Context: an optimization exercise on an open-source flow, tuned for small area and a short achievable clock period. The choices shown serve that exercise and are no tape-out recipe.
In this exercise RTL edits were held to simulation tests only and were not proved equivalent to the original.
No driver is modelled on the clock port, so clocking that relies on it looks cheaper here than on a real chip.

## MultiTop
module MultiTop(
    input             clk,
    input      [31:0] a,
    input      [31:0] b,
    output reg [31:0] prod
);
export LEC_CHECK = 0
export CAP_MARGIN = 20
export CORE_MARGIN = 2
export CORE_UTILIZATION = 40
export SLEW_MARGIN = 65
export SYNTH_HIERARCHICAL = 1
export SYNTH_MINIMUM_KEEP_SIZE = 0
create_clock -name core_clock -period 17.0 [get_ports {clk}]
standard.sh (not shown) runs the stock make flow with config.mk's settings and CLKGATE_MAP_FILE= SYNTH_SCRIPT=/design/flow/synth_recipe.tcl, a recipe that flattens the netlist after the stock synthesis.
==> flow/flow/run.sh <==
#!/bin/bash
# The standard layout (the standard.sh, standard synthesis included), with these changes:
# - buffer_ports puts buf_1 cells on the ports rather than clkdlybuf4s50_1 delay cells;
# - CTS runs without latency balancing between the two clock nets (-delay_buffer_derate 0
#   -no_insertion_delay), so that it keeps that skew rather than padding the other registers'
#   clock to match it.
# The make output goes to standard.log; ORFS keeps each step's own log under orfs/logs/.
set -euo pipefail
SKEW_CELLS="sky130_fd_sc_hd__clkdlybuf4s18_1" \
  bash standard.sh BUFFER_PORTS_ARGS="-buffer_cell sky130_fd_sc_hd__buf_1" \
    PRE_CTS_TCL="$(pwd)/flow/skew.tcl" \
    CTS_ARGS="-sink_clustering_enable -repair_clock_nets -delay_buffer_derate 0 -no_insertion_delay -buf_list sky130_fd_sc_hd__clkbuf_8" \
    finish > standard.log 2>&1
==> flow/flow/skew.tcl <==
set block [ord::get_db_block]
set db [ord::get_db]
set clk [$block findNet clk]
set cells [split $::env(SKEW_CELLS) ","]
set flops {}
set sx 0.0
set sy 0.0
foreach i [$block getInsts] {
  if {[string match "prod*" [$i getName]] && [string match "sky130_fd_sc_hd__df*" [[$i getMaster] getName]]} {
    lappend flops $i
    set bb [$i getBBox]
    set sx [expr {$sx + [$bb xMin]}]
    set sy [expr {$sy + [$bb yMin]}]
  }
}
set nf [llength $flops]
puts "skew: $nf product registers"
if {$nf != 32} { error "skew: expected 32 product registers, found $nf" }
set cx [expr {int($sx / $nf)}]
set cy [expr {int($sy / $nf)}]
set prev $clk
set k 0
foreach c $cells {
  set m [$db findMaster $c]
  if {$m eq "NULL" || $m eq ""} { error "skew: no master $c" }
  set inst [odb::dbInst_create $block $m skew_dly_$k]
  set net [odb::dbNet_create $block clk_prod_$k]
  $net setSigType CLOCK
  [$inst findITerm A] connect $prev
  [$inst findITerm X] connect $net
  $inst setLocation $cx $cy
  $inst setPlacementStatus PLACED
  set prev $net
  incr k
}
foreach i $flops {
  set it [$i findITerm CLK]
  $it disconnect
  $it connect $prev
}
puts "skew: product registers now clocked from [$prev getName] through $k cells"
detailed_placement
The starting point finished with timing, DRC and antenna clean.
Edit:
--- a/flow/flow/run.sh
+++ b/flow/flow/run.sh
@@ -10,4 +10,4 @@
   bash standard.sh BUFFER_PORTS_ARGS="-buffer_cell sky130_fd_sc_hd__buf_1" \
     PRE_CTS_TCL="$(pwd)/flow/skew.tcl" \
-    CTS_ARGS="-sink_clustering_enable -repair_clock_nets -delay_buffer_derate 0 -no_insertion_delay -buf_list sky130_fd_sc_hd__clkbuf_8" \
+    CTS_ARGS="-sink_clustering_enable -repair_clock_nets -delay_buffer_derate 0 -no_insertion_delay" \
     finish > standard.log 2>&1
Settings changed: SLEW_MARGIN 65 to 72.
=> Register-to-register slack gets better by 130 ps; sequential cell count stays the same; global-route usage hardly moves; synthesized cell count is unchanged; wire length barely changes; design area went up by 2.2%; setup slack gets better by 130 ps; via count hardly moves; die area stays the same.

========
Another version of the RTL of MultiTop (not shown whole).
For scale: roughly 1100 cells after synthesis, ~96 flip-flops, about 97 I/O pins, about 0.012 sq mm of cells after synthesis.
## MultiTop
module MultiTop(
    input             clk,
    input      [31:0] a,
    input      [31:0] b,
    output reg [31:0] prod
);
export LEC_CHECK = 0
export CAP_MARGIN = 20
export CORE_MARGIN = 2
export CORE_UTILIZATION = 40
export SLEW_MARGIN = 72
export SYNTH_HIERARCHICAL = 1
export SYNTH_MINIMUM_KEEP_SIZE = 0
create_clock -name core_clock -period 17.0 [get_ports {clk}]
==> flow/flow/run.sh <==
#!/bin/bash
set -euo pipefail
SKEW_CELLS="sky130_fd_sc_hd__clkbuf_2" \
  bash standard.sh BUFFER_PORTS_ARGS="-buffer_cell sky130_fd_sc_hd__buf_1" PRE_CTS_TCL="$(pwd)/flow/skew.tcl" CTS_ARGS="-sink_clustering_enable -repair_clock_nets -delay_buffer_derate 0 -no_insertion_delay" finish > standard.log 2>&1
Scripts as last shown in full above: flow/flow/skew.tcl
The starting point finished clean.
Change:
==> flow/flow/run.sh (replaced) <==
#!/bin/bash
set -euo pipefail
SKEW_CELLS="sky130_fd_sc_hd__clkdlybuf4s18_1" \
  bash standard.sh BUFFER_PORTS_ARGS="-buffer_cell sky130_fd_sc_hd__buf_1" PRE_CTS_TCL="$(pwd)/flow/skew.tcl" CTS_ARGS="-sink_clustering_enable -repair_clock_nets -delay_buffer_derate 0 -no_insertion_delay" finish > standard.log 2>&1
- utilization is about the same
- clock skew increases by 0.15 ns
- setup slack gets better by 0.12 ns
- maximum frequency goes up by 2.5%
- global-route usage is about the same
- first-iteration DRC count increases by 0.96%
- routed wire length stays flat
- synthesized cell count does not change
Change:
==> flow/flow/run.sh (replaced) <==
#!/bin/bash
set -euo pipefail
SKEW_CELLS="sky130_fd_sc_hd__clkdlybuf4s50_1" \
  bash standard.sh BUFFER_PORTS_ARGS="-buffer_cell sky130_fd_sc_hd__buf_1" PRE_CTS_TCL="$(pwd)/flow/skew.tcl" finish > standard.log 2>&1
The new run completed with no timing, DRC or antenna violations.
Setup slack loses 0.54 ns.
Register-to-register slack loses 0.54 ns.
Synthesized area is unchanged.

========
MultiTop again, from the RTL that the note above started with.
clock: 17.0 ns
lec_check: 0
cap_margin: 20
core_margin: 2
core_utilization: 45
slew_margin: 75
synth_hierarchical: 1
synth_minimum_keep_size: 0
==> flow/flow/run.sh <==
#!/bin/bash
# The standard layout (the standard.sh, standard synthesis included), except that the
# buffers buffer_ports puts on every input and output port are buf_1 cells rather than the
# clkdlybuf4s50_1 delay cells it picks by default. The make output goes to standard.log;
# ORFS keeps each step's own log under orfs/logs/.
set -euo pipefail
bash standard.sh BUFFER_PORTS_ARGS="-buffer_cell sky130_fd_sc_hd__buf_1" finish > standard.log 2>&1
The starting point passed the timing, DRC and antenna checks.
Next try:
==> flow/flow/run.sh (replaced) <==
#!/bin/bash
set -euo pipefail
SKEW_CELLS="sky130_fd_sc_hd__clkdlybuf4s50_1" \
  bash standard.sh BUFFER_PORTS_ARGS="-buffer_cell sky130_fd_sc_hd__buf_1" PRE_CTS_TCL="$(pwd)/flow/skew.tcl" finish > standard.log 2>&1
==> flow/flow/skew.tcl (new file) <==
set block [ord::get_db_block]
set db [ord::get_db]
set clk [$block findNet clk]
set cells [split $::env(SKEW_CELLS) ","]
set flops {}
set sx 0.0
set sy 0.0
foreach i [$block getInsts] {
  if {[string match {prod\[*} [$i getName]]} {
    lappend flops $i
    set bb [$i getBBox]
    set sx [expr {$sx + [$bb xMin]}]
    set sy [expr {$sy + [$bb yMin]}]
  }
}
set nf [llength $flops]
puts "skew: $nf product registers"
if {$nf != 32} { error "skew: expected 32 product registers, found $nf" }
set cx [expr {int($sx / $nf)}]
set cy [expr {int($sy / $nf)}]
set prev $clk
set k 0
foreach c $cells {
  set m [$db findMaster $c]
  if {$m eq "NULL" || $m eq ""} { error "skew: no master $c" }
  set inst [odb::dbInst_create $block $m skew_dly_$k]
  set net [odb::dbNet_create $block clk_prod_$k]
  $net setSigType CLOCK
  [$inst findITerm A] connect $prev
  [$inst findITerm X] connect $net
  $inst setLocation $cx $cy
  $inst setPlacementStatus PLACED
  set prev $net
  incr k
}
foreach i $flops {
  set it [$i findITerm CLK]
  $it disconnect
  $it connect $prev
}
puts "skew: product registers now clocked from [$prev getName] through $k cells"
detailed_placement
--- a/flow/config.mk
+++ b/flow/config.mk
@@ -8,6 +8,6 @@
 export CAP_MARGIN = 20
 export CORE_MARGIN = 2
-export CORE_UTILIZATION = 45
-export SLEW_MARGIN = 75
+export CORE_UTILIZATION = 40
+export SLEW_MARGIN = 72
 export SYNTH_HIERARCHICAL = 1
 export SYNTH_MINIMUM_KEEP_SIZE = 0
What happened: Now the flow did not get past clock tree synthesis (4_1_cts); synthesized cell count stays the same; synthesized area is unchanged.
Next try:
==> flow/flow/run.sh (replaced) <==
#!/bin/bash
# The standard layout (the standard.sh), with two changes after the standard synthesis:
# - buffer_ports puts buf_1 cells on the ports rather than clkdlybuf4s50_1 delay cells;
# - the delay cells (clkdlybuf4s*, dlygate*, dlymetal*) are added to the platform's
#   don't-use list, so that repair_design buffers slow nets with ordinary buffers.
# Each run's output goes to its own log here; ORFS keeps each step's log under orfs/logs/.
set -euo pipefail
bash standard.sh synth > synth.log 2>&1
DU=$(make -s -C "$FLOW_HOME" DESIGN_CONFIG="$PWD/config.mk" WORK_HOME="$PWD/orfs" print-DONT_USE_CELLS | sed -n 's/^DONT_USE_CELLS: //p')
[[ -n "$DU" ]]
for c in clkdlybuf4s15_1 clkdlybuf4s15_2 clkdlybuf4s18_1 clkdlybuf4s18_2 clkdlybuf4s25_1 clkdlybuf4s25_2 \
         clkdlybuf4s50_1 clkdlybuf4s50_2 dlygate4sd1_1 dlygate4sd2_1 dlygate4sd3_1 \
         dlymetal6s2s_1 dlymetal6s4s_1 dlymetal6s6s_1; do
  DU="$DU sky130_fd_sc_hd__$c"
done
bash standard.sh BUFFER_PORTS_ARGS="-buffer_cell sky130_fd_sc_hd__buf_1" DONT_USE_CELLS="$DU" finish > standard.log 2>&1
--- a/flow/config.mk
+++ b/flow/config.mk
@@ -9,5 +9,5 @@
 export CORE_MARGIN = 2
 export CORE_UTILIZATION = 40
-export SLEW_MARGIN = 72
+export SLEW_MARGIN = 75
 export SYNTH_HIERARCHICAL = 1
 export SYNTH_MINIMUM_KEEP_SIZE = 0
removed: flow/flow/skew.tcl
The new run ran to the end with no violations; area after synthesis is unchanged; synthesized cell count does not change.
Next try:
==> flow/flow/run.sh (replaced) <==
#!/bin/bash
# The standard layout (the standard.sh, standard synthesis included), except that the
# buffers buffer_ports puts on every input and output port are buf_1 cells rather than the
# clkdlybuf4s50_1 delay cells it picks by default. The make output goes to standard.log;
# ORFS keeps each step's own log under orfs/logs/.
set -euo pipefail
bash standard.sh BUFFER_PORTS_ARGS="-buffer_cell sky130_fd_sc_hd__buf_1" finish > standard.log 2>&1
--- a/flow/config.mk
+++ b/flow/config.mk
@@ -8,5 +8,5 @@
 export CAP_MARGIN = 20
 export CORE_MARGIN = 2
-export CORE_UTILIZATION = 40
+export CORE_UTILIZATION = 35
 export SLEW_MARGIN = 75
 export SYNTH_HIERARCHICAL = 1
The new run finished with timing, DRC and antenna clean. Synthesized area does not change. Wire length falls by 0.69%. Count of clock-buffer cells in the layout does not change. Sequential share of layout area falls by 0.13 points. Non-clock buffer count falls by 16. Utilization falls by 5.6 points. Worst setup slack gets better by 0.15 ns.
Next try:
--- a/flow/config.mk
+++ b/flow/config.mk
@@ -8,6 +8,6 @@
 export CAP_MARGIN = 20
 export CORE_MARGIN = 2
-export CORE_UTILIZATION = 35
-export SLEW_MARGIN = 75
+export CORE_UTILIZATION = 40
+export SLEW_MARGIN = 72
 export SYNTH_HIERARCHICAL = 1
 export SYNTH_MINIMUM_KEEP_SIZE = 0
Outcome:
- wire length is lower by about 2%
- final area fell by about 1.1%
- core utilization went up by 5.0 points
- clock-buffer cell count went up by 1
- fmax climbs by about 1.7%
- die area is lower by about 12%
- global-route usage rose by 1.7 points

separate check: timing with driven ports:
In the flow no input, the clock included, has a driving cell. The finished layouts below were timed again as built, in two steps.
Step 1 assumes that a clkbuf_16 drives the clock port and a buf_2 every other input.
Step 2, shift: input delay + t, output delay - t, t = (earliest + latest rising clock arrival at the registers) / 2. This alone moves slack from input paths to output paths.
Three values: ideal, step 1, step 2; two values: the first two.
| run | t, ns | setup WS [ns] | latest minus earliest clock arrival (ns) | pins driven straight from the clock port |
|---|---|---|---|---|
| the first run of note 1 | 0.744 | 12.000 / 12.000 / 12.000 | 0.650 / 0.650 | 1 |
| the second run of note 1 | 0.719 | 12.125 / 12.096 / 12.125 | 0.623 / 0.622 | 1 |
| the first run of note 2 | 0.641 | 12.028 / 12.028 / 12.028 | 0.491 / 0.492 | 1 |
| the second run of note 2 | 0.713 | 12.149 / 12.099 / 12.150 | 0.639 / 0.639 | 1 |
| the third run of note 2 | 1.129 | 11.605 / 11.605 / 11.605 | 0.061 / 0.061 | 2 |
| the first run of note 3 | 0.416 | 11.531 / 11.531 / 11.531 | 0.014 / 0.014 | 1 |
| the third run of note 3 | 0.422 | 11.330 / 11.330 / 11.330 | 0.010 / 0.011 | 1 |
| the fourth run of note 3 | 0.427 | 11.482 / 11.482 / 11.482 | 0.014 / 0.014 | 1 |
| the fifth run of note 3 | 0.421 | 11.576 / 11.576 / 11.576 | 0.010 / 0.010 | 1 |
In the first run of note 1, the second run of note 1, the first run of note 2 and the second run of note 2 the clock reaches the registers at very different times; t lies between them, and the last value is a rough guide only.
